From an optimization exercise on the open Yosys and OpenROAD flow, aimed at small area, a short achievable clock period and few clock cycles per item; shortcuts taken in it are not production practice. In this exercise RTL edits were held to simulation tests only and were not proved equivalent to the original. No activity file was given, so power comes from the tool's default toggle rates.

**flow/run.sh**
```bash
#!/bin/bash
# The standard layout, with resizing free to change a cell's footprint (so the
# port buffers and other cells can be swapped for faster ones) and port
# buffers that are plain buffers rather than delay cells.
set -euo pipefail
bash standard.sh MATCH_CELL_FOOTPRINT=0 BUFFER_PORTS_ARGS="-buffer_cell sky130_fd_sc_hd__buf_2" finish > standard.log 2>&1
```
**standard.sh**
```bash
#!/bin/bash
# synth_recipe.tcl (not shown) runs the flow's synth.tcl, then flattens the netlist and writes it again
# the make line also repeats each setting of config.mk as NAME=value (left out here)
make -C /OpenROAD-flow-scripts/flow DESIGN_CONFIG=/design/flow/config.mk WORK_HOME=/design/flow/orfs CLKGATE_MAP_FILE= SYNTH_SCRIPT=/design/flow/synth_recipe.tcl "${@:-finish}"
```
**config.mk**
```make
export PLATFORM = sky130hd
export DESIGN_NAME = mul_op
export DESIGN_NICKNAME = mul_op
export VERILOG_FILES = /design/flow/design.v
export SDC_FILE = /design/flow/constraint.sdc
export NUM_CORES = 4
export LEC_CHECK = 0
export CAP_MARGIN = 20
export CORE_MARGIN = 2
export CORE_UTILIZATION = 40
export SETUP_SLACK_MARGIN = 4
export SLEW_MARGIN = 20
export SYNTH_HIERARCHICAL = 1
```
**constraint.sdc**
```tcl
create_clock -name core_clock -period 8.0 [get_ports {clk}]
set_input_delay 1.6000 -clock core_clock [delete_from_list [all_inputs] [get_ports {clk}]]
set_output_delay 1.6000 -clock core_clock [all_outputs]
set_load 0.01 [all_outputs]
```
**design.v**
```verilog
module mul_op #(parameter INPUTS = 2,
		parameter OUTPUTS = 1,
		parameter DATA_IN_SIZE = 32,
		parameter DATA_OUT_SIZE = 32)
		(
		input clk,
		input rst,
		input [INPUTS * (DATA_IN_SIZE)- 1 : 0]data_in_bus,
		input [INPUTS - 1 : 0]valid_in_bus,
		output [INPUTS - 1 : 0] ready_in_bus,
		output [OUTPUTS * (DATA_OUT_SIZE) - 1 : 0]data_out_bus,
		output [OUTPUTS - 1 : 0]valid_out_bus,
		input 	[OUTPUTS - 1 : 0] ready_out_bus
);
  reg [1:0] v;
  wire ce = ~v[1] | ready_out_bus[0];
  assign ready_in_bus[0] = valid_in_bus[1] & ce;
  assign ready_in_bus[1] = valid_in_bus[0] & ce;
  wire join_valid = valid_in_bus[0] & valid_in_bus[1];
  always @(posedge clk, posedge rst)
    if (rst) v <= 0;
    else if (ce) v <= {v[0:0], join_valid};
  assign valid_out_bus[0] = v[1];
  reg [31:0] p_reg;
  assign data_out_bus[31:0] = p_reg;
  wire [31:0] a_s = data_in_bus[31:0];
  wire [31:0] b_s = data_in_bus[63:32];
  wire [31:0] pp0;
  wire [2:0] sel0;
  wire [29:0] pp1;
  wire [2:0] sel1;
  wire [27:0] pp2;
  wire [2:0] sel2;
  wire [25:0] pp3;
  wire [2:0] sel3;
  wire [23:0] pp4;
  wire [2:0] sel4;
  wire [21:0] pp5;
  wire [2:0] sel5;
  wire [19:0] pp6;
  wire [2:0] sel6;
  wire [17:0] pp7;
  wire [2:0] sel7;
  wire [15:0] pp8;
  wire [2:0] sel8;
  wire [13:0] pp9;
  wire [2:0] sel9;
  wire [11:0] pp10;
  wire [2:0] sel10;
  wire [9:0] pp11;
  wire [2:0] sel11;
  wire [7:0] pp12;
  wire [2:0] sel12;
  wire [5:0] pp13;
  wire [2:0] sel13;
  wire [3:0] pp14;
  wire [2:0] sel14;
  wire [1:0] pp15;
  wire [2:0] sel15;
  wire n1;
  wire n2;
  wire n3;
  wire n4;
  wire n5;
  wire n6;
  wire n7;
  wire n8;
  wire n9;
  wire n10;
  wire n11;
  wire n12;
  wire n13;
  wire n14;
  wire n15;
  wire n16;
  wire n17;
  wire n18;
  wire n19;
  wire n20;
  wire n21;
  wire n22;
  wire n23;
  wire n24;
  wire n25;
  wire n26;
  wire n27;
  wire n28;
  wire n29;
  wire n30;
  wire n31;
  wire n32;
  wire n33;
  wire n34;
  wire n35;
  wire n36;
  wire n37;
  wire n38;
  wire n39;
  wire n40;
  wire n41;
  wire n42;
  wire n43;
  wire n44;
  wire n45;
  wire n46;
  wire n47;
  wire n48;
  wire n49;
  wire n50;
  wire n51;
  wire n52;
  wire n53;
  wire n54;
  wire n55;
  wire n56;
  wire n57;
  wire n58;
  wire n59;
  wire n60;
  wire n61;
  wire n62;
  wire n63;
  wire n64;
  wire n65;
  wire n66;
  wire n67;
  wire n68;
  wire n69;
  wire n70;
  wire n71;
  wire n72;
  wire n73;
  wire n74;
  wire n75;
  wire n76;
  wire n77;
  wire n78;
  wire n79;
  wire n80;
  wire n81;
  wire n82;
  wire n83;
  wire n84;
  wire n85;
  wire n86;
  wire n87;
  wire n88;
  wire n89;
  wire n90;
  wire n91;
  wire n92;
  wire n93;
  wire n94;
  wire n95;
  wire n96;
  wire n97;
  wire n98;
  wire n99;
  wire n100;
  wire n101;
  wire n102;
  wire n103;
  wire n104;
  wire n105;
  wire n106;
  wire n107;
  wire n108;
  wire n109;
  wire n110;
  wire n111;
  wire n112;
  wire n113;
  wire n114;
  wire n115;
  wire n116;
  wire n117;
  wire n118;
  wire n119;
  wire n120;
  wire n121;
  wire n122;
  wire n123;
  wire n124;
  wire n125;
  wire n126;
  wire n127;
  wire n128;
  wire n129;
  wire n130;
  wire n131;
  wire n132;
  wire n133;
  wire n134;
  wire n135;
  wire n136;
  wire n137;
  wire n138;
  wire n139;
  wire n140;
  wire n141;
  wire n142;
  wire n143;
  wire n144;
  wire n145;
  wire n146;
  wire n147;
  wire n148;
  wire n149;
  wire n150;
  wire n151;
  wire n152;
  wire n153;
  wire n154;
  wire n155;
  wire n156;
  wire n157;
  wire n158;
  wire n159;
  wire n160;
  wire n161;
  wire n162;
  wire n163;
  wire n164;
  wire n165;
  wire n166;
  wire n167;
  wire n168;
  wire n169;
  wire n170;
  wire n171;
  wire n172;
  wire n173;
  wire n174;
  wire n175;
  wire n176;
  wire n177;
  wire n178;
  wire n179;
  wire n180;
  wire n181;
  wire n182;
  wire n183;
  wire n184;
  wire n185;
  wire n186;
  wire n187;
  wire n188;
  wire n189;
  wire n190;
  wire n191;
  wire n192;
  wire n193;
  wire n194;
  wire n195;
  wire n196;
  wire n197;
  wire n198;
  wire n199;
  wire n200;
  wire n201;
  wire n202;
  wire n203;
  wire n204;
  wire n205;
  wire n206;
  wire n207;
  wire n208;
  wire n209;
  wire n210;
  wire n211;
  wire n212;
  wire n213;
  wire n214;
  wire n215;
  wire n216;
  wire n217;
  wire n218;
  wire n219;
  wire n220;
  wire n221;
  wire n222;
  wire n223;
  wire n224;
  wire n225;
  wire n226;
  wire n227;
  wire n228;
  wire n229;
  wire n230;
  wire n231;
  wire n232;
  wire n233;
  wire n234;
  wire n235;
  wire n236;
  wire n237;
  wire n238;
  wire n239;
  wire n240;
  wire n241;
  wire n242;
  wire n243;
  wire n244;
  wire n245;
  wire n246;
  wire n247;
  wire n248;
  wire n249;
  wire n250;
  wire n251;
  wire n252;
  wire n253;
  wire n254;
  wire n255;
  wire n256;
  wire n257;
  wire n258;
  wire n259;
  wire n260;
  wire n261;
  wire n262;
  wire n263;
  wire n264;
  wire n265;
  wire n266;
  wire n267;
  wire n268;
  wire n269;
  wire n270;
  wire n271;
  wire n272;
  wire n273;
  wire n274;
  wire n275;
  wire n276;
  wire n277;
  wire n278;
  wire n279;
  wire n280;
  wire n281;
  wire n282;
  wire n283;
  wire n284;
  wire n285;
  wire n286;
  wire n287;
  wire n288;
  wire n289;
  wire n290;
  wire n291;
  wire n292;
  wire n293;
  wire n294;
  wire n295;
  wire n296;
  wire n297;
  wire n298;
  wire n299;
  wire n300;
  wire n301;
  wire n302;
  wire n303;
  wire n304;
  wire n305;
  wire n306;
  wire n307;
  wire n308;
  wire n309;
  wire n310;
  wire n311;
  wire n312;
  wire n313;
  wire n314;
  wire n315;
  wire n316;
  wire n317;
  wire n318;
  wire n319;
  wire n320;
  wire n321;
  wire n322;
  wire n323;
  wire n324;
  wire n325;
  wire n326;
  wire n327;
  wire n328;
  wire n329;
  wire n330;
  wire n331;
  wire n332;
  wire n333;
  wire n334;
  wire n335;
  wire n336;
  wire n337;
  wire n338;
  wire n339;
  wire n340;
  wire n341;
  wire n342;
  wire n343;
  wire n344;
  wire n345;
  wire n346;
  wire n347;
  wire n348;
  wire n349;
  wire n350;
  wire n351;
  wire n352;
  wire n353;
  wire n354;
  wire n355;
  wire n356;
  wire n357;
  wire n358;
  wire n359;
  wire n360;
  wire n361;
  wire n362;
  wire n363;
  wire n364;
  wire n365;
  wire n366;
  wire n367;
  wire n368;
  wire n369;
  wire n370;
  wire n371;
  wire n372;
  wire n373;
  wire n374;
  wire n375;
  wire n376;
  wire n377;
  wire n378;
  wire n379;
  wire n380;
  wire n381;
  wire n382;
  wire n383;
  wire n384;
  wire n385;
  wire n386;
  wire n387;
  wire [8:0] lsum;
  reg [104:0] rc4;
  wire n388;
  wire n389;
  wire n390;
  wire n391;
  wire n392;
  wire n393;
  wire n394;
  wire n395;
  wire n396;
  wire n397;
  wire n398;
  wire n399;
  wire n400;
  wire n401;
  wire n402;
  wire n403;
  wire n404;
  wire n405;
  wire n406;
  wire n407;
  wire n408;
  wire n409;
  wire n410;
  wire n411;
  wire n412;
  wire n413;
  wire n414;
  wire n415;
  wire n416;
  wire n417;
  wire n418;
  wire n419;
  wire n420;
  wire n421;
  wire n422;
  wire n423;
  wire n424;
  wire n425;
  wire n426;
  wire n427;
  wire n428;
  wire n429;
  wire n430;
  wire n431;
  wire n432;
  wire n433;
  wire n434;
  wire n435;
  wire n436;
  wire n437;
  wire n438;
  wire n439;
  wire n440;
  wire n441;
  wire n442;
  wire n443;
  wire n444;
  wire n445;
  wire n446;
  wire n447;
  wire n448;
  wire n449;
  wire n450;
  wire n451;
  wire n452;
  wire n453;
  wire n454;
  wire n455;
  wire n456;
  wire n457;
  wire n458;
  wire n459;
  wire n460;
  wire n461;
  wire n462;
  wire n463;
  wire n464;
  wire n465;
  wire n466;
  wire n467;
  wire n468;
  wire n469;
  wire n470;
  wire n471;
  wire n472;
  wire n473;
  wire n474;
  wire n475;
  wire n476;
  wire n477;
  wire n478;
  wire n479;
  wire n480;
  wire n481;
  wire n482;
  wire n483;
  mul_benc enc0 (.b({b_s[1], b_s[0], 1'b0}), .sel(sel0));
  mul_row #(.W(32)) row0 (.sel(sel0), .a(a_s[31:0]), .p(pp0));
  mul_benc enc1 (.b({b_s[3], b_s[2], b_s[1]}), .sel(sel1));
  mul_row #(.W(30)) row1 (.sel(sel1), .a(a_s[29:0]), .p(pp1));
  mul_benc enc2 (.b({b_s[5], b_s[4], b_s[3]}), .sel(sel2));
  mul_row #(.W(28)) row2 (.sel(sel2), .a(a_s[27:0]), .p(pp2));
  mul_benc enc3 (.b({b_s[7], b_s[6], b_s[5]}), .sel(sel3));
  mul_row #(.W(26)) row3 (.sel(sel3), .a(a_s[25:0]), .p(pp3));
  mul_benc enc4 (.b({b_s[9], b_s[8], b_s[7]}), .sel(sel4));
  mul_row #(.W(24)) row4 (.sel(sel4), .a(a_s[23:0]), .p(pp4));
  mul_benc enc5 (.b({b_s[11], b_s[10], b_s[9]}), .sel(sel5));
  mul_row #(.W(22)) row5 (.sel(sel5), .a(a_s[21:0]), .p(pp5));
  mul_benc enc6 (.b({b_s[13], b_s[12], b_s[11]}), .sel(sel6));
  mul_row #(.W(20)) row6 (.sel(sel6), .a(a_s[19:0]), .p(pp6));
  mul_benc enc7 (.b({b_s[15], b_s[14], b_s[13]}), .sel(sel7));
  mul_row #(.W(18)) row7 (.sel(sel7), .a(a_s[17:0]), .p(pp7));
  mul_benc enc8 (.b({b_s[17], b_s[16], b_s[15]}), .sel(sel8));
  mul_row #(.W(16)) row8 (.sel(sel8), .a(a_s[15:0]), .p(pp8));
  mul_benc enc9 (.b({b_s[19], b_s[18], b_s[17]}), .sel(sel9));
  mul_row #(.W(14)) row9 (.sel(sel9), .a(a_s[13:0]), .p(pp9));
  mul_benc enc10 (.b({b_s[21], b_s[20], b_s[19]}), .sel(sel10));
  mul_row #(.W(12)) row10 (.sel(sel10), .a(a_s[11:0]), .p(pp10));
  mul_benc enc11 (.b({b_s[23], b_s[22], b_s[21]}), .sel(sel11));
  mul_row #(.W(10)) row11 (.sel(sel11), .a(a_s[9:0]), .p(pp11));
  mul_benc enc12 (.b({b_s[25], b_s[24], b_s[23]}), .sel(sel12));
  mul_row #(.W(8)) row12 (.sel(sel12), .a(a_s[7:0]), .p(pp12));
  mul_benc enc13 (.b({b_s[27], b_s[26], b_s[25]}), .sel(sel13));
  mul_row #(.W(6)) row13 (.sel(sel13), .a(a_s[5:0]), .p(pp13));
  mul_benc enc14 (.b({b_s[29], b_s[28], b_s[27]}), .sel(sel14));
  mul_row #(.W(4)) row14 (.sel(sel14), .a(a_s[3:0]), .p(pp14));
  mul_benc enc15 (.b({b_s[31], b_s[30], b_s[29]}), .sel(sel15));
  mul_row #(.W(2)) row15 (.sel(sel15), .a(a_s[1:0]), .p(pp15));
  mul_ha ha1 (.a(b_s[3]), .b(pp0[2]), .s(n1), .co(n2));
  mul_ha ha2 (.a(pp0[3]), .b(pp1[1]), .s(n3), .co(n4));
  mul_fx fx1 (.a(b_s[5]), .b(pp0[4]), .c(pp1[2]), .s(n5), .co(n6));
  mul_fx fx2 (.a(pp0[5]), .b(pp1[3]), .c(pp2[1]), .s(n7), .co(n8));
  mul_fx fx3 (.a(b_s[7]), .b(pp0[6]), .c(pp1[4]), .s(n9), .co(n10));
  mul_ha ha3 (.a(pp2[2]), .b(pp3[0]), .s(n11), .co(n12));
  mul_fx fx4 (.a(pp0[7]), .b(pp1[5]), .c(pp2[3]), .s(n13), .co(n14));
  mul_ha ha4 (.a(b_s[25]), .b(pp0[24]), .s(n15), .co(n16));
  mul_ha ha5 (.a(pp0[25]), .b(pp10[5]), .s(n17), .co(n18));
  mul_fx fx5 (.a(b_s[27]), .b(pp0[26]), .c(pp10[6]), .s(n19), .co(n20));
  mul_ha ha6 (.a(pp11[4]), .b(pp12[2]), .s(n21), .co(n22));
  mul_fx fx6 (.a(pp0[27]), .b(pp10[7]), .c(pp11[5]), .s(n23), .co(n24));
  mul_ha ha7 (.a(pp12[3]), .b(pp13[1]), .s(n25), .co(n26));
  mul_fx fx7 (.a(b_s[29]), .b(pp0[28]), .c(pp10[8]), .s(n27), .co(n28));
  mul_fx fx8 (.a(pp11[6]), .b(pp12[4]), .c(pp13[2]), .s(n29), .co(n30));
  mul_ha ha8 (.a(pp14[0]), .b(pp1[26]), .s(n31), .co(n32));
  mul_fx fx9 (.a(pp0[29]), .b(pp10[9]), .c(pp11[7]), .s(n33), .co(n34));
  mul_fx fx10 (.a(pp12[5]), .b(pp13[3]), .c(pp14[1]), .s(n35), .co(n36));
  mul_ha ha9 (.a(pp1[27]), .b(pp2[25]), .s(n37), .co(n38));
  mul_fx fx11 (.a(b_s[31]), .b(pp0[30]), .c(pp10[10]), .s(n39), .co(n40));
  mul_fx fx12 (.a(pp11[8]), .b(pp12[6]), .c(pp13[4]), .s(n41), .co(n42));
  mul_fx fx13 (.a(pp14[2]), .b(pp15[0]), .c(pp1[28]), .s(n43), .co(n44));
  mul_ha ha10 (.a(pp2[26]), .b(pp3[24]), .s(n45), .co(n46));
  mul_xor xr1 (.a(pp0[31]), .b(pp10[11]), .y(n47));
  mul_xor xr2 (.a(pp11[9]), .b(pp12[7]), .y(n48));
  mul_xor xr3 (.a(pp13[5]), .b(pp14[3]), .y(n49));
  mul_xor xr4 (.a(pp15[1]), .b(pp1[29]), .y(n50));
  mul_xor xr5 (.a(pp2[27]), .b(pp3[25]), .y(n51));
  mul_xor xr6 (.a(pp4[23]), .b(pp5[21]), .y(n52));
  mul_xor xr7 (.a(pp6[19]), .b(pp7[17]), .y(n53));
  mul_ha ha11 (.a(pp2[0]), .b(n4), .s(n54), .co(n55));
  mul_ha ha12 (.a(n6), .b(n7), .s(n56), .co(n57));
  mul_fx fx14 (.a(n11), .b(n8), .c(n9), .s(n58), .co(n59));
  mul_fx fx15 (.a(pp3[1]), .b(n12), .c(n10), .s(n60), .co(n61));
  mul_ha ha13 (.a(b_s[17]), .b(pp0[16]), .s(n62), .co(n63));
  mul_ha ha14 (.a(pp0[17]), .b(pp1[15]), .s(n64), .co(n65));
  mul_fx fx16 (.a(b_s[19]), .b(pp0[18]), .c(pp1[16]), .s(n66), .co(n67));
  mul_ha ha15 (.a(pp2[14]), .b(pp3[12]), .s(n68), .co(n69));
  mul_fx fx17 (.a(pp0[19]), .b(pp1[17]), .c(pp2[15]), .s(n70), .co(n71));
  mul_ha ha16 (.a(pp3[13]), .b(pp4[11]), .s(n72), .co(n73));
  mul_fx fx18 (.a(b_s[21]), .b(pp0[20]), .c(pp10[0]), .s(n74), .co(n75));
  mul_fx fx19 (.a(pp1[18]), .b(pp2[16]), .c(pp3[14]), .s(n76), .co(n77));
  mul_ha ha17 (.a(pp4[12]), .b(pp5[10]), .s(n78), .co(n79));
  mul_fx fx20 (.a(pp0[21]), .b(pp10[1]), .c(pp1[19]), .s(n80), .co(n81));
  mul_fx fx21 (.a(pp2[17]), .b(pp3[15]), .c(pp4[13]), .s(n82), .co(n83));
  mul_ha ha18 (.a(pp5[11]), .b(pp6[9]), .s(n84), .co(n85));
  mul_fx fx22 (.a(b_s[23]), .b(pp0[22]), .c(pp10[2]), .s(n86), .co(n87));
  mul_fx fx23 (.a(pp11[0]), .b(pp1[20]), .c(pp2[18]), .s(n88), .co(n89));
  mul_fx fx24 (.a(pp3[16]), .b(pp4[14]), .c(pp5[12]), .s(n90), .co(n91));
  mul_ha ha19 (.a(pp6[10]), .b(pp7[8]), .s(n92), .co(n93));
  mul_fx fx25 (.a(pp0[23]), .b(pp10[3]), .c(pp11[1]), .s(n94), .co(n95));
  mul_fx fx26 (.a(pp1[21]), .b(pp2[19]), .c(pp3[17]), .s(n96), .co(n97));
  mul_fx fx27 (.a(pp4[15]), .b(pp5[13]), .c(pp6[11]), .s(n98), .co(n99));
  mul_ha ha20 (.a(pp7[9]), .b(pp8[7]), .s(n100), .co(n101));
  mul_fx fx28 (.a(pp10[4]), .b(pp11[2]), .c(pp12[0]), .s(n102), .co(n103));
  mul_fx fx29 (.a(pp1[22]), .b(pp2[20]), .c(pp3[18]), .s(n104), .co(n105));
  mul_fx fx30 (.a(pp4[16]), .b(pp5[14]), .c(pp6[12]), .s(n106), .co(n107));
  mul_fx fx31 (.a(pp7[10]), .b(pp8[8]), .c(pp9[6]), .s(n108), .co(n109));
  mul_fx fx32 (.a(pp11[3]), .b(pp12[1]), .c(pp1[23]), .s(n110), .co(n111));
  mul_fx fx33 (.a(pp2[21]), .b(pp3[19]), .c(pp4[17]), .s(n112), .co(n113));
  mul_fx fx34 (.a(pp5[15]), .b(pp6[13]), .c(pp7[11]), .s(n114), .co(n115));
  mul_fx fx35 (.a(pp8[9]), .b(pp9[7]), .c(n16), .s(n116), .co(n117));
  mul_fx fx36 (.a(pp13[0]), .b(pp1[24]), .c(pp2[22]), .s(n118), .co(n119));
  mul_fx fx37 (.a(pp3[20]), .b(pp4[18]), .c(pp5[16]), .s(n120), .co(n121));
  mul_fx fx38 (.a(pp6[14]), .b(pp7[12]), .c(pp8[10]), .s(n122), .co(n123));
  mul_fx fx39 (.a(pp9[8]), .b(n18), .c(n21), .s(n124), .co(n125));
  mul_fx fx40 (.a(pp1[25]), .b(pp2[23]), .c(pp3[21]), .s(n126), .co(n127));
  mul_fx fx41 (.a(pp4[19]), .b(pp5[17]), .c(pp6[15]), .s(n128), .co(n129));
  mul_fx fx42 (.a(pp7[13]), .b(pp8[11]), .c(pp9[9]), .s(n130), .co(n131));
  mul_fx fx43 (.a(n22), .b(n20), .c(n25), .s(n132), .co(n133));
  mul_fx fx44 (.a(pp2[24]), .b(pp3[22]), .c(pp4[20]), .s(n134), .co(n135));
  mul_fx fx45 (.a(pp5[18]), .b(pp6[16]), .c(pp7[14]), .s(n136), .co(n137));
  mul_fx fx46 (.a(pp8[12]), .b(pp9[10]), .c(n26), .s(n138), .co(n139));
  mul_fx fx47 (.a(n24), .b(n31), .c(n27), .s(n140), .co(n141));
  mul_fx fx48 (.a(pp3[23]), .b(pp4[21]), .c(pp5[19]), .s(n142), .co(n143));
  mul_fx fx49 (.a(pp6[17]), .b(pp7[15]), .c(pp8[13]), .s(n144), .co(n145));
  mul_fx fx50 (.a(pp9[11]), .b(n32), .c(n28), .s(n146), .co(n147));
  mul_fx fx51 (.a(n30), .b(n37), .c(n33), .s(n148), .co(n149));
  mul_fx fx52 (.a(pp4[22]), .b(pp5[20]), .c(pp6[18]), .s(n150), .co(n151));
  mul_fx fx53 (.a(pp7[16]), .b(pp8[14]), .c(pp9[12]), .s(n152), .co(n153));
  mul_fx fx54 (.a(n38), .b(n34), .c(n36), .s(n154), .co(n155));
  mul_fx fx55 (.a(n45), .b(n39), .c(n41), .s(n156), .co(n157));
  mul_xor xr8 (.a(pp8[15]), .b(pp9[13]), .y(n158));
  mul_xor xr9 (.a(n158), .b(n47), .y(n159));
  mul_xor xr10 (.a(n48), .b(n49), .y(n160));
  mul_xor xr11 (.a(n50), .b(n51), .y(n161));
  mul_xor xr12 (.a(n52), .b(n53), .y(n162));
  mul_xor xr13 (.a(n46), .b(n40), .y(n163));
  mul_xor xr14 (.a(n42), .b(n44), .y(n164));
  mul_xor xr15 (.a(n159), .b(n160), .y(n165));
  mul_ha ha21 (.a(n13), .b(n60), .s(n166), .co(n167));
  mul_fx fx56 (.a(b_s[9]), .b(pp0[8]), .c(pp1[6]), .s(n168), .co(n169));
  mul_ha ha22 (.a(pp2[4]), .b(pp3[2]), .s(n170), .co(n171));
  mul_ha ha23 (.a(pp0[9]), .b(pp1[7]), .s(n172), .co(n173));
  mul_fx fx57 (.a(b_s[11]), .b(pp0[10]), .c(pp1[8]), .s(n174), .co(n175));
  mul_ha ha24 (.a(pp0[11]), .b(pp1[9]), .s(n176), .co(n177));
  mul_fx fx58 (.a(b_s[13]), .b(pp0[12]), .c(pp1[10]), .s(n178), .co(n179));
  mul_ha ha25 (.a(pp2[8]), .b(pp3[6]), .s(n180), .co(n181));
  mul_fx fx59 (.a(pp0[13]), .b(pp1[11]), .c(pp2[9]), .s(n182), .co(n183));
  mul_ha ha26 (.a(pp3[7]), .b(pp4[5]), .s(n184), .co(n185));
  mul_fx fx60 (.a(b_s[15]), .b(pp0[14]), .c(pp1[12]), .s(n186), .co(n187));
  mul_fx fx61 (.a(pp2[10]), .b(pp3[8]), .c(pp4[6]), .s(n188), .co(n189));
  mul_ha ha27 (.a(pp5[4]), .b(pp6[2]), .s(n190), .co(n191));
  mul_fx fx62 (.a(pp0[15]), .b(pp1[13]), .c(pp2[11]), .s(n192), .co(n193));
  mul_fx fx63 (.a(pp3[9]), .b(pp4[7]), .c(pp5[5]), .s(n194), .co(n195));
  mul_ha ha28 (.a(pp6[3]), .b(pp7[1]), .s(n196), .co(n197));
  mul_fx fx64 (.a(pp1[14]), .b(pp2[12]), .c(pp3[10]), .s(n198), .co(n199));
  mul_fx fx65 (.a(pp4[8]), .b(pp5[6]), .c(pp6[4]), .s(n200), .co(n201));
  mul_fx fx66 (.a(pp7[2]), .b(pp8[0]), .c(n62), .s(n202), .co(n203));
  mul_fx fx67 (.a(pp2[13]), .b(pp3[11]), .c(pp4[9]), .s(n204), .co(n205));
  mul_fx fx68 (.a(pp5[7]), .b(pp6[5]), .c(pp7[3]), .s(n206), .co(n207));
  mul_fx fx69 (.a(pp8[1]), .b(n63), .c(n64), .s(n208), .co(n209));
  mul_fx fx70 (.a(pp4[10]), .b(pp5[8]), .c(pp6[6]), .s(n210), .co(n211));
  mul_fx fx71 (.a(pp7[4]), .b(pp8[2]), .c(pp9[0]), .s(n212), .co(n213));
  mul_fx fx72 (.a(n65), .b(n68), .c(n66), .s(n214), .co(n215));
  mul_fx fx73 (.a(pp5[9]), .b(pp6[7]), .c(pp7[5]), .s(n216), .co(n217));
  mul_fx fx74 (.a(pp8[3]), .b(pp9[1]), .c(n69), .s(n218), .co(n219));
  mul_fx fx75 (.a(n67), .b(n72), .c(n70), .s(n220), .co(n221));
  mul_fx fx76 (.a(pp6[8]), .b(pp7[6]), .c(pp8[4]), .s(n222), .co(n223));
  mul_fx fx77 (.a(pp9[2]), .b(n73), .c(n71), .s(n224), .co(n225));
  mul_fx fx78 (.a(n78), .b(n74), .c(n76), .s(n226), .co(n227));
  mul_fx fx79 (.a(pp7[7]), .b(pp8[5]), .c(pp9[3]), .s(n228), .co(n229));
  mul_fx fx80 (.a(n79), .b(n75), .c(n77), .s(n230), .co(n231));
  mul_fx fx81 (.a(n84), .b(n80), .c(n82), .s(n232), .co(n233));
  mul_fx fx82 (.a(pp8[6]), .b(pp9[4]), .c(n85), .s(n234), .co(n235));
  mul_fx fx83 (.a(n81), .b(n83), .c(n92), .s(n236), .co(n237));
  mul_fx fx84 (.a(n86), .b(n88), .c(n90), .s(n238), .co(n239));
  mul_fx fx85 (.a(pp9[5]), .b(n93), .c(n100), .s(n240), .co(n241));
  mul_fx fx86 (.a(n87), .b(n89), .c(n91), .s(n242), .co(n243));
  mul_fx fx87 (.a(n94), .b(n96), .c(n98), .s(n244), .co(n245));
  mul_fx fx88 (.a(n101), .b(n15), .c(n95), .s(n246), .co(n247));
  mul_fx fx89 (.a(n97), .b(n99), .c(n102), .s(n248), .co(n249));
  mul_fx fx90 (.a(n104), .b(n106), .c(n108), .s(n250), .co(n251));
  mul_fx fx91 (.a(n103), .b(n105), .c(n107), .s(n252), .co(n253));
  mul_fx fx92 (.a(n109), .b(n17), .c(n110), .s(n254), .co(n255));
  mul_fx fx93 (.a(n112), .b(n114), .c(n116), .s(n256), .co(n257));
  mul_fx fx94 (.a(n111), .b(n113), .c(n115), .s(n258), .co(n259));
  mul_fx fx95 (.a(n118), .b(n120), .c(n122), .s(n260), .co(n261));
  mul_fx fx96 (.a(n19), .b(n117), .c(n124), .s(n262), .co(n263));
  mul_fx fx97 (.a(n119), .b(n121), .c(n123), .s(n264), .co(n265));
  mul_fx fx98 (.a(n126), .b(n128), .c(n130), .s(n266), .co(n267));
  mul_fx fx99 (.a(n23), .b(n125), .c(n132), .s(n268), .co(n269));
  mul_fx fx100 (.a(n127), .b(n129), .c(n131), .s(n270), .co(n271));
  mul_fx fx101 (.a(n134), .b(n136), .c(n29), .s(n272), .co(n273));
  mul_fx fx102 (.a(n138), .b(n133), .c(n140), .s(n274), .co(n275));
  mul_fx fx103 (.a(n135), .b(n137), .c(n142), .s(n276), .co(n277));
  mul_fx fx104 (.a(n144), .b(n35), .c(n139), .s(n278), .co(n279));
  mul_fx fx105 (.a(n146), .b(n141), .c(n148), .s(n280), .co(n281));
  mul_fx fx106 (.a(n143), .b(n145), .c(n150), .s(n282), .co(n283));
  mul_fx fx107 (.a(n152), .b(n43), .c(n147), .s(n284), .co(n285));
  mul_fx fx108 (.a(n149), .b(n154), .c(n156), .s(n286), .co(n287));
  mul_xor xr16 (.a(n151), .b(n153), .y(n288));
  mul_xor xr17 (.a(n161), .b(n162), .y(n289));
  mul_xor xr18 (.a(n163), .b(n164), .y(n290));
  mul_xor xr19 (.a(n288), .b(n165), .y(n291));
  mul_xor xr20 (.a(n289), .b(n155), .y(n292));
  mul_xor xr21 (.a(n290), .b(n157), .y(n293));
  mul_fx fx109 (.a(pp4[0]), .b(n14), .c(n170), .s(n294), .co(n295));
  mul_fx fx110 (.a(pp2[5]), .b(pp3[3]), .c(pp4[1]), .s(n296), .co(n297));
  mul_ha ha29 (.a(n171), .b(n169), .s(n298), .co(n299));
  mul_fx fx111 (.a(pp2[6]), .b(pp3[4]), .c(pp4[2]), .s(n300), .co(n301));
  mul_fx fx112 (.a(pp5[0]), .b(n173), .c(n174), .s(n302), .co(n303));
  mul_fx fx113 (.a(pp2[7]), .b(pp3[5]), .c(pp4[3]), .s(n304), .co(n305));
  mul_fx fx114 (.a(pp5[1]), .b(n175), .c(n176), .s(n306), .co(n307));
  mul_fx fx115 (.a(pp4[4]), .b(pp5[2]), .c(pp6[0]), .s(n308), .co(n309));
  mul_fx fx116 (.a(n177), .b(n180), .c(n178), .s(n310), .co(n311));
  mul_fx fx117 (.a(pp5[3]), .b(pp6[1]), .c(n181), .s(n312), .co(n313));
  mul_fx fx118 (.a(n179), .b(n184), .c(n182), .s(n314), .co(n315));
  mul_fx fx119 (.a(pp7[0]), .b(n185), .c(n183), .s(n316), .co(n317));
  mul_fx fx120 (.a(n190), .b(n186), .c(n188), .s(n318), .co(n319));
  mul_fx fx121 (.a(n191), .b(n187), .c(n189), .s(n320), .co(n321));
  mul_fx fx122 (.a(n196), .b(n192), .c(n194), .s(n322), .co(n323));
  mul_fx fx123 (.a(n197), .b(n193), .c(n195), .s(n324), .co(n325));
  mul_fx fx124 (.a(n198), .b(n200), .c(n202), .s(n326), .co(n327));
  mul_fx fx125 (.a(n199), .b(n201), .c(n204), .s(n328), .co(n329));
  mul_fx fx126 (.a(n206), .b(n208), .c(n203), .s(n330), .co(n331));
  mul_fx fx127 (.a(n205), .b(n207), .c(n210), .s(n332), .co(n333));
  mul_fx fx128 (.a(n212), .b(n209), .c(n214), .s(n334), .co(n335));
  mul_fx fx129 (.a(n211), .b(n213), .c(n216), .s(n336), .co(n337));
  mul_fx fx130 (.a(n218), .b(n215), .c(n220), .s(n338), .co(n339));
  mul_fx fx131 (.a(n217), .b(n222), .c(n219), .s(n340), .co(n341));
  mul_fx fx132 (.a(n224), .b(n221), .c(n226), .s(n342), .co(n343));
  mul_fx fx133 (.a(n223), .b(n228), .c(n225), .s(n344), .co(n345));
  mul_fx fx134 (.a(n227), .b(n230), .c(n232), .s(n346), .co(n347));
  mul_fx fx135 (.a(n229), .b(n234), .c(n231), .s(n348), .co(n349));
  mul_fx fx136 (.a(n233), .b(n236), .c(n238), .s(n350), .co(n351));
  mul_fx fx137 (.a(n235), .b(n240), .c(n237), .s(n352), .co(n353));
  mul_fx fx138 (.a(n239), .b(n242), .c(n244), .s(n354), .co(n355));
  mul_fx fx139 (.a(n241), .b(n243), .c(n245), .s(n356), .co(n357));
  mul_fx fx140 (.a(n246), .b(n248), .c(n250), .s(n358), .co(n359));
  mul_fx fx141 (.a(n247), .b(n249), .c(n251), .s(n360), .co(n361));
  mul_fx fx142 (.a(n252), .b(n254), .c(n256), .s(n362), .co(n363));
  mul_fx fx143 (.a(n253), .b(n255), .c(n258), .s(n364), .co(n365));
  mul_fx fx144 (.a(n257), .b(n260), .c(n262), .s(n366), .co(n367));
  mul_fx fx145 (.a(n259), .b(n261), .c(n264), .s(n368), .co(n369));
  mul_fx fx146 (.a(n266), .b(n263), .c(n268), .s(n370), .co(n371));
  mul_fx fx147 (.a(n265), .b(n267), .c(n270), .s(n372), .co(n373));
  mul_fx fx148 (.a(n272), .b(n274), .c(n269), .s(n374), .co(n375));
  mul_fx fx149 (.a(n271), .b(n273), .c(n276), .s(n376), .co(n377));
  mul_fx fx150 (.a(n278), .b(n275), .c(n280), .s(n378), .co(n379));
  mul_fx fx151 (.a(n277), .b(n282), .c(n284), .s(n380), .co(n381));
  mul_fx fx152 (.a(n279), .b(n281), .c(n286), .s(n382), .co(n383));
  mul_xor xr22 (.a(n283), .b(n291), .y(n384));
  mul_xor xr23 (.a(n292), .b(n293), .y(n385));
  mul_xor xr24 (.a(n384), .b(n285), .y(n386));
  mul_xor xr25 (.a(n385), .b(n287), .y(n387));
  assign lsum = {1'b0, n59, n57, n55, n5, n2, pp1[0], pp0[1], b_s[1]} + {1'b0, n166, n58, n56, n54, n3, n1, 1'b0, pp0[0]};
  mul_fa fa1 (.a(rc4[10]), .b(rc4[11]), .c(rc4[12]), .s(n388), .co(n389));
  mul_fa fa2 (.a(rc4[13]), .b(rc4[14]), .c(rc4[15]), .s(n390), .co(n391));
  mul_fa fa3 (.a(rc4[17]), .b(rc4[18]), .c(rc4[19]), .s(n392), .co(n393));
  mul_fa fa4 (.a(rc4[21]), .b(rc4[22]), .c(rc4[23]), .s(n394), .co(n395));
  mul_fa fa5 (.a(rc4[25]), .b(rc4[26]), .c(rc4[27]), .s(n396), .co(n397));
  mul_fa fa6 (.a(rc4[29]), .b(rc4[30]), .c(rc4[31]), .s(n398), .co(n399));
  mul_fa fa7 (.a(rc4[33]), .b(rc4[34]), .c(rc4[35]), .s(n400), .co(n401));
  mul_fa fa8 (.a(rc4[37]), .b(rc4[38]), .c(rc4[39]), .s(n402), .co(n403));
  mul_fa fa9 (.a(rc4[41]), .b(rc4[42]), .c(rc4[43]), .s(n404), .co(n405));
  mul_fa fa10 (.a(rc4[45]), .b(rc4[46]), .c(rc4[47]), .s(n406), .co(n407));
  mul_fa fa11 (.a(rc4[49]), .b(rc4[50]), .c(rc4[51]), .s(n408), .co(n409));
  mul_fa fa12 (.a(rc4[53]), .b(rc4[54]), .c(rc4[55]), .s(n410), .co(n411));
  mul_fa fa13 (.a(rc4[57]), .b(rc4[58]), .c(rc4[59]), .s(n412), .co(n413));
  mul_fa fa14 (.a(rc4[61]), .b(rc4[62]), .c(rc4[63]), .s(n414), .co(n415));
  mul_fa fa15 (.a(rc4[65]), .b(rc4[66]), .c(rc4[67]), .s(n416), .co(n417));
  mul_fa fa16 (.a(rc4[69]), .b(rc4[70]), .c(rc4[71]), .s(n418), .co(n419));
  mul_fa fa17 (.a(rc4[73]), .b(rc4[74]), .c(rc4[75]), .s(n420), .co(n421));
  mul_fa fa18 (.a(rc4[77]), .b(rc4[78]), .c(rc4[79]), .s(n422), .co(n423));
  mul_fa fa19 (.a(rc4[81]), .b(rc4[82]), .c(rc4[83]), .s(n424), .co(n425));
  mul_fa fa20 (.a(rc4[85]), .b(rc4[86]), .c(rc4[87]), .s(n426), .co(n427));
  mul_fa fa21 (.a(rc4[89]), .b(rc4[90]), .c(rc4[91]), .s(n428), .co(n429));
  mul_fa fa22 (.a(rc4[93]), .b(rc4[94]), .c(rc4[95]), .s(n430), .co(n431));
  mul_fa fa23 (.a(rc4[100]), .b(rc4[97]), .c(rc4[98]), .s(n432), .co(n433));
  mul_xor xr26 (.a(rc4[101]), .b(rc4[102]), .y(n434));
  mul_xor xr27 (.a(rc4[103]), .b(rc4[104]), .y(n435));
  mul_ha ha30 (.a(rc4[8]), .b(rc4[9]), .s(n436), .co(n437));
  mul_fa fa24 (.a(rc4[16]), .b(n389), .c(n390), .s(n438), .co(n439));
  mul_fa fa25 (.a(rc4[20]), .b(n391), .c(n392), .s(n440), .co(n441));
  mul_fa fa26 (.a(rc4[24]), .b(n393), .c(n394), .s(n442), .co(n443));
  mul_fa fa27 (.a(rc4[28]), .b(n395), .c(n396), .s(n444), .co(n445));
  mul_fa fa28 (.a(rc4[32]), .b(n397), .c(n398), .s(n446), .co(n447));
  mul_fa fa29 (.a(rc4[36]), .b(n399), .c(n400), .s(n448), .co(n449));
  mul_fa fa30 (.a(rc4[40]), .b(n401), .c(n402), .s(n450), .co(n451));
  mul_fa fa31 (.a(rc4[44]), .b(n403), .c(n404), .s(n452), .co(n453));
  mul_fa fa32 (.a(rc4[48]), .b(n405), .c(n406), .s(n454), .co(n455));
  mul_fa fa33 (.a(rc4[52]), .b(n407), .c(n408), .s(n456), .co(n457));
  mul_fa fa34 (.a(rc4[56]), .b(n409), .c(n410), .s(n458), .co(n459));
  mul_fa fa35 (.a(rc4[60]), .b(n411), .c(n412), .s(n460), .co(n461));
  mul_fa fa36 (.a(rc4[64]), .b(n413), .c(n414), .s(n462), .co(n463));
  mul_fa fa37 (.a(rc4[68]), .b(n415), .c(n416), .s(n464), .co(n465));
  mul_fa fa38 (.a(rc4[72]), .b(n417), .c(n418), .s(n466), .co(n467));
  mul_fa fa39 (.a(rc4[76]), .b(n419), .c(n420), .s(n468), .co(n469));
  mul_fa fa40 (.a(rc4[80]), .b(n421), .c(n422), .s(n470), .co(n471));
  mul_fa fa41 (.a(rc4[84]), .b(n423), .c(n424), .s(n472), .co(n473));
  mul_fa fa42 (.a(rc4[88]), .b(n425), .c(n426), .s(n474), .co(n475));
  mul_fa fa43 (.a(rc4[92]), .b(n427), .c(n428), .s(n476), .co(n477));
  mul_fa fa44 (.a(rc4[96]), .b(n429), .c(n430), .s(n478), .co(n479));
  mul_fa fa45 (.a(rc4[99]), .b(n431), .c(n432), .s(n480), .co(n481));
  mul_xor xr28 (.a(n434), .b(n435), .y(n482));
  mul_xor xr29 (.a(n482), .b(n433), .y(n483));
  wire [23:0] x0 = {n483, n480, n478, n476, n474, n472, n470, n468, n466, n464, n462, n460, n458, n456, n454, n452, n450, n448, n446, n444, n442, n440, n438, n388};
  wire [23:0] x1 = {n481, n479, n477, n475, n473, n471, n469, n467, n465, n463, n461, n459, n457, n455, n453, n451, n449, n447, n445, n443, n441, n439, n437, n436};
  wire [31:0] prod = {x0 + x1, rc4[7], rc4[6], rc4[5], rc4[4], rc4[3], rc4[2], rc4[1], rc4[0]};
  always @(posedge clk) if (ce) begin
    rc4[0] <= lsum[0];
    rc4[1] <= lsum[1];
    rc4[2] <= lsum[2];
    rc4[3] <= lsum[3];
    rc4[4] <= lsum[4];
    rc4[5] <= lsum[5];
    rc4[6] <= lsum[6];
    rc4[7] <= lsum[7];
    rc4[8] <= n168;
    rc4[9] <= n61;
    rc4[10] <= n167;
    rc4[11] <= n294;
    rc4[12] <= lsum[8];
    rc4[13] <= n172;
    rc4[14] <= n296;
    rc4[15] <= n298;
    rc4[16] <= n295;
    rc4[17] <= n300;
    rc4[18] <= n302;
    rc4[19] <= n297;
    rc4[20] <= n299;
    rc4[21] <= n304;
    rc4[22] <= n306;
    rc4[23] <= n301;
    rc4[24] <= n303;
    rc4[25] <= n308;
    rc4[26] <= n310;
    rc4[27] <= n305;
    rc4[28] <= n307;
    rc4[29] <= n312;
    rc4[30] <= n314;
    rc4[31] <= n309;
    rc4[32] <= n311;
    rc4[33] <= n316;
    rc4[34] <= n318;
    rc4[35] <= n313;
    rc4[36] <= n315;
    rc4[37] <= n320;
    rc4[38] <= n322;
    rc4[39] <= n317;
    rc4[40] <= n319;
    rc4[41] <= n324;
    rc4[42] <= n326;
    rc4[43] <= n321;
    rc4[44] <= n323;
    rc4[45] <= n328;
    rc4[46] <= n330;
    rc4[47] <= n325;
    rc4[48] <= n327;
    rc4[49] <= n332;
    rc4[50] <= n334;
    rc4[51] <= n329;
    rc4[52] <= n331;
    rc4[53] <= n336;
    rc4[54] <= n338;
    rc4[55] <= n333;
    rc4[56] <= n335;
    rc4[57] <= n340;
    rc4[58] <= n342;
    rc4[59] <= n337;
    rc4[60] <= n339;
    rc4[61] <= n344;
    rc4[62] <= n346;
    rc4[63] <= n341;
    rc4[64] <= n343;
    rc4[65] <= n348;
    rc4[66] <= n350;
    rc4[67] <= n345;
    rc4[68] <= n347;
    rc4[69] <= n352;
    rc4[70] <= n354;
    rc4[71] <= n349;
    rc4[72] <= n351;
    rc4[73] <= n356;
    rc4[74] <= n358;
    rc4[75] <= n353;
    rc4[76] <= n355;
    rc4[77] <= n360;
    rc4[78] <= n362;
    rc4[79] <= n357;
    rc4[80] <= n359;
    rc4[81] <= n364;
    rc4[82] <= n366;
    rc4[83] <= n361;
    rc4[84] <= n363;
    rc4[85] <= n368;
    rc4[86] <= n370;
    rc4[87] <= n365;
    rc4[88] <= n367;
    rc4[89] <= n372;
    rc4[90] <= n374;
    rc4[91] <= n369;
    rc4[92] <= n371;
    rc4[93] <= n376;
    rc4[94] <= n378;
    rc4[95] <= n373;
    rc4[96] <= n375;
    rc4[97] <= n380;
    rc4[98] <= n382;
    rc4[99] <= n377;
    rc4[100] <= n379;
    rc4[101] <= n386;
    rc4[102] <= n387;
    rc4[103] <= n381;
    rc4[104] <= n383;
  end
  always @(posedge clk) if (ce) p_reg <= prod;
endmodule
module mul_benc (input [2:0] b, output [2:0] sel);
  assign sel[0] = b[1] ^ b[0];
  assign sel[1] = (b[2] & ~b[1] & ~b[0]) | (~b[2] & b[1] & b[0]);
  assign sel[2] = b[2];
endmodule
module mul_row #(parameter W = 32) (input [2:0] sel, input [W-1:0] a, output [W-1:0] p);
  wire one = sel[0];
  wire two = sel[1];
  wire neg = sel[2];
  wire [W-1:0] a1 = {a[W-2:0], 1'b0};
  assign p = (({W{one}} & a) | ({W{two}} & a1)) ^ {W{neg}};
endmodule
module mul_fa (input a, input b, input c, output s, output co);
  assign s = a ^ b ^ c;
  assign co = (a & b) | (a & c) | (b & c);
endmodule
module mul_fx (input a, input b, input c, output s, output co);
  wire ab;
  mul_xor x0 (.a(a), .b(b), .y(ab));
  mul_xor x1 (.a(ab), .b(c), .y(s));
  assign co = (a & b) | (a & c) | (b & c);
endmodule
module mul_ha (input a, input b, output s, output co);
  assign s = a ^ b;
  assign co = a & b;
endmodule
module mul_xor (input a, input b, output y);
  assign y = a ^ b;
endmodule
```
==> run notes <==
-- layout make-up --
type / instances / area share, %
well taps: 592 / 3.558
flip-flops and latches: 139 / 20.00
multi-input cells: 1376 / 64.47
clock inverters: 13 / 0.6130
inverters: 8 / 0.1442
clock buffers: 18 / 2.061
repair buffers: 220 / 9.141
diodes: 1 / 0.01202
-- worst max-delay path by stage --
stage,start,end,slack (ns)
after floorplan,ready_out_bus[0],ready_in_bus[0],3.48
after global placement,data_in_bus[33],rc4[7]$_DFFE_PN_,2.27
after detailed placement,data_in_bus[33],rc4[7]$_DFFE_PN_,2.37
after CTS,data_in_bus[5],rc4[7]$_DFFE_PN_,3.95
after global routing,data_in_bus[37],rc4[7]$_DFFE_PN_,3.93
final,data_in_bus[32],rc4[96]$_DFFE_PN_,4.02
-- metrics by stage --
stage | hold slack, ns | power, mW | worst slack [ns] | cells
2_1_floorplan | 0.4003 | 7.670 | 3.477 | 1628
4_1_cts | 0.4260 | 10.29 | 3.952 | 2315
3_3_place_gp | 0.4184 | 9.202 | 2.275 | 2249
6_report | 0.4233 | 10.37 | 4.019 | 2367
3_5_place_dp | 0.4104 | 9.389 | 2.369 | 2250
5_1_grt | 0.4458 | 11.27 | 3.928 | 2366
-- power groups by stage --
stage	clock network, mW	logic (mW)	registers, mW
6_report	0.775	7.79	1.81
5_1_grt	0.825	8.59	1.85
4_1_cts	0.799	7.67	1.82
3_5_place_dp	0	7.56	1.83
3_3_place_gp	0	7.38	1.83
2_1_floorplan	0	5.83	1.84
-- cell usage after synthesis, drive strengths merged, types with 4 or more instances --
| cell | count |
|---|---|
| a211oi | 4 |
| a21o | 15 |
| a21oi | 31 |
| a22oi | 256 |
| and2 | 5 |
| buf | 97 |
| clkbuf | 8 |
| edfxtp | 137 |
| fa | 46 |
| ha | 61 |
| inv | 8 |
| maj3 | 152 |
| nand2 | 49 |
| nand2b | 19 |
| nand3 | 7 |
| nand4 | 4 |
| nor2 | 15 |
| o21a | 5 |
| o21ai | 10 |
| o21bai | 4 |
| o22ai | 16 |
| xnor2 | 289 |
| xor2 | 356 |
-- timing repair --
item,CTS,global route
resized for setup,80,66
gates cloned,2,5
pin swaps,16,30
endpoints found under the setup margin,100,30
setup buffers,32,46
-- layer usage --
metal | global-route usage (%) | wire (um) | vias up
met1 | 28.77 | 22680 | 6584
li1 | - | - | 6125
met2 | 35.03 | 24160 | 421
met4 | 8.014 | 1508 | 2
met3 | 3.916 | 2951 | 90
met5 | 0 | 11 | -
-- Yosys stat by module (local to each module, per instance), a selection --
module    area, um^2  copies in the design  flops+latches
mul_fx         11.26                   152              0
mul_fa         20.02                    45              0
mul_op          5729                     1            139
mul_benc       38.79                    16              0
mul_xor        8.758                   333              0
mul_ha         12.51                    30              0
-- cells by family (layout without fill, tap and decap cells) --
family                   count (synthesis)  in the layout  share of synthesized area (%)
other                                    1              4                        0.02076
buffers and inverters                  113            259                          5.222
adder cells (fa/ha/maj)                259            259                          18.79
AO/OA/AOI/OAI                          356            356                          18.63
multiplexers                             1              1                        0.05540
AND/OR/NAND/NOR                        112            112                          2.964
flip-flops                             139            139                          23.05
XOR/XNOR                               645            645                          31.27
==> results_dict.tcl <==
set metrics [dict create \
    outcome "complete, no violations" \
    grt_pass1_wl_um 77500 \
    clkLatencyLatePin_ns 0.46 \
    pin_count 104 \
    timing.rr.start "rc4[25]$_DFFE_PN_" \
    slew_violations 0 \
    worst_pin_slew_ns 1.025 \
    grt_use_total_pct 21.63 \
    critPathBufInv 3 \
    fin_tns_setup_ns 0 \
    intPower_mw 5.515 \
    cts_tree "built" \
    synth-async-reset-ratio_pct 1.439 \
    nets 1938 \
    p_switching_mw 4.858 \
    layout-drive-gt1-share_pct 33.77 \
    io_buffers 103 \
    start_util_pct 40.68 \
    min_path_cells 0 \
    switching_share_pct 46.83 \
    cts_root_buffer "clkbuf_16" \
    rr_worst_depth 9 \
    pwr-share-seq_pct 17.4 \
    core_um2 44410 \
    final_common_cell "xor2_1" \
    die_h_um 216.5 \
    synth-seq-area-share_pct 23.05 \
    grt_max_degree 77 \
    synth.avg_cell_area_um2 11.11 \
    cts_made_buffers 17 \
    wl_per_cell_um 21.68 \
    drcViolationCount 0 \
    synth_area_leader_cell "edfxtp_1" \
    hold_violations 0 \
    rsz0062_at_grt "true" \
    cts_max_path_buffers 2 \
    layout_common_cells "xor2_1, xnor2_1, maj3_2, edfxtp_1, a22oi_2" \
    synthCells 1626 \
    cp.arrival_ns 4.18 \
    firstDrtPassIters 5 \
    rows 77 \
    grt_pass1_vias 13240 \
    worstHoldStart "rc4[2]$_DFFE_PN_" \
    synth-edff-count 137 \
    fin_crit_ns 3.981 \
    final_util_pct 46.88 \
    crit_fanout 7 \
    cp.depth 12 \
    drt_iter0_drc 911 \
    reg2reg_to "p_reg[28]$_DFFE_PN_" \
    grt_overflow_total 0 \
    slew_headroom_pct 31.69 \
    worstSetupPathType "input port to flip-flop" \
    startpoint_type "input port" \
    skew_ns 0.01120 \
    fillers 4062 \
    multi_input_area_um2 13420 \
    die_w_um 216.5 \
    hold_path_class "flip-flop to flip-flop" \
    path_cells "buf_2 -> nand2b_1 -> o22ai_4 -> buf_4 -> a22oi_1 -> xnor2_1 -> maj3_2 -> maj3_2 -> xor2_1 -> xor2_1 -> buf_4 -> maj3_2" \
    fmax_ghz 0.2512 \
    largest_reg_flops 105 \
    p_clk_share_pct 7.5 \
    max_stage_delay_ns 0.37 \
    maxCapViolations 0 \
    ys.flop_type "edfxtp_1" \
    endpoint_kind "flip-flop" \
    detail-route-antenna-nets 0 \
    worstPathRequired_ns 8.20 \
    power_frac_comb_pct 75.1 \
    wirelength_um 51320 \
    setup_viol 0 \
    die_area_um2 46890 \
    seqCellArea_um2 4164 \
    gp_congestion 0.8123 \
    place_area_um2 18740 \
    netlist_area_um2 18070 \
    antenna_found_initial 1 \
    clock-sinks 139 \
    yosysWarningCount 7 \
    fin_crit_sh_pct 49.77 \
    ys_ff_latch 139 \
    hold_end "p_reg[2]$_DFFE_PN_" \
    vias 13220 \
    p_leak_nw 7.688 \
    cts_hold_buffers 0 \
    synth_cell_types 54 \
    synth_top_area_share_pct 22.77 \
    htree_levels 4 \
    ys_top_cells_by_area "edfxtp_1, xor2_1, xnor2_1" \
    path_delay_family "adder cells" \
    area_growth_syn_to_layout_pct 15.24 \
    clk_pin_slew_ns 0.06 \
    dp_hpwl_um 34580 \
    via_per_inst 5.586 \
    vdd_ir_drop_max_mv 0.3646 \
    cpMostUsedCell "maj3_2" \
    critPathSlowestCell "maj3_2" \
    regToRegSetupSlack_ns 4.22 \
    p_per_area_nw_per_um2 498.2 \
    final_cell_area_um2 20820 \
]
Testbench counts, summed over its fixed seeds: cycles 2,416, items 2,400.

-- port drivers added, routing unchanged --
How much do the figures lean on ideal ports? The routed layout below was timed once more, with nothing changed but the port constraints.
Step 1 assumes that a clkbuf_16 drives the clock port and a buf_2 every other input.
Step 2, shift: input delay + t, output delay - t, t = (earliest + latest rising clock arrival at the registers) / 2. This alone moves slack from input paths to output paths.
Slacks: ideal ports / drivers / drivers and shift; pairs: ideal ports / drivers.
shift t [ns]: 0.506
slack for setup (ns): 4.019 / 3.917 / 3.411
worst hold slack (ns): 0.423 / 0.423 / 0.423
worst data-port slew with drivers (ns): 0.18
pins driven straight from the clock port: 1
After both steps this run still meets setup and hold. The setup slack of this run moves by -0.102 ns with the drivers and by -0.608 ns with both steps.
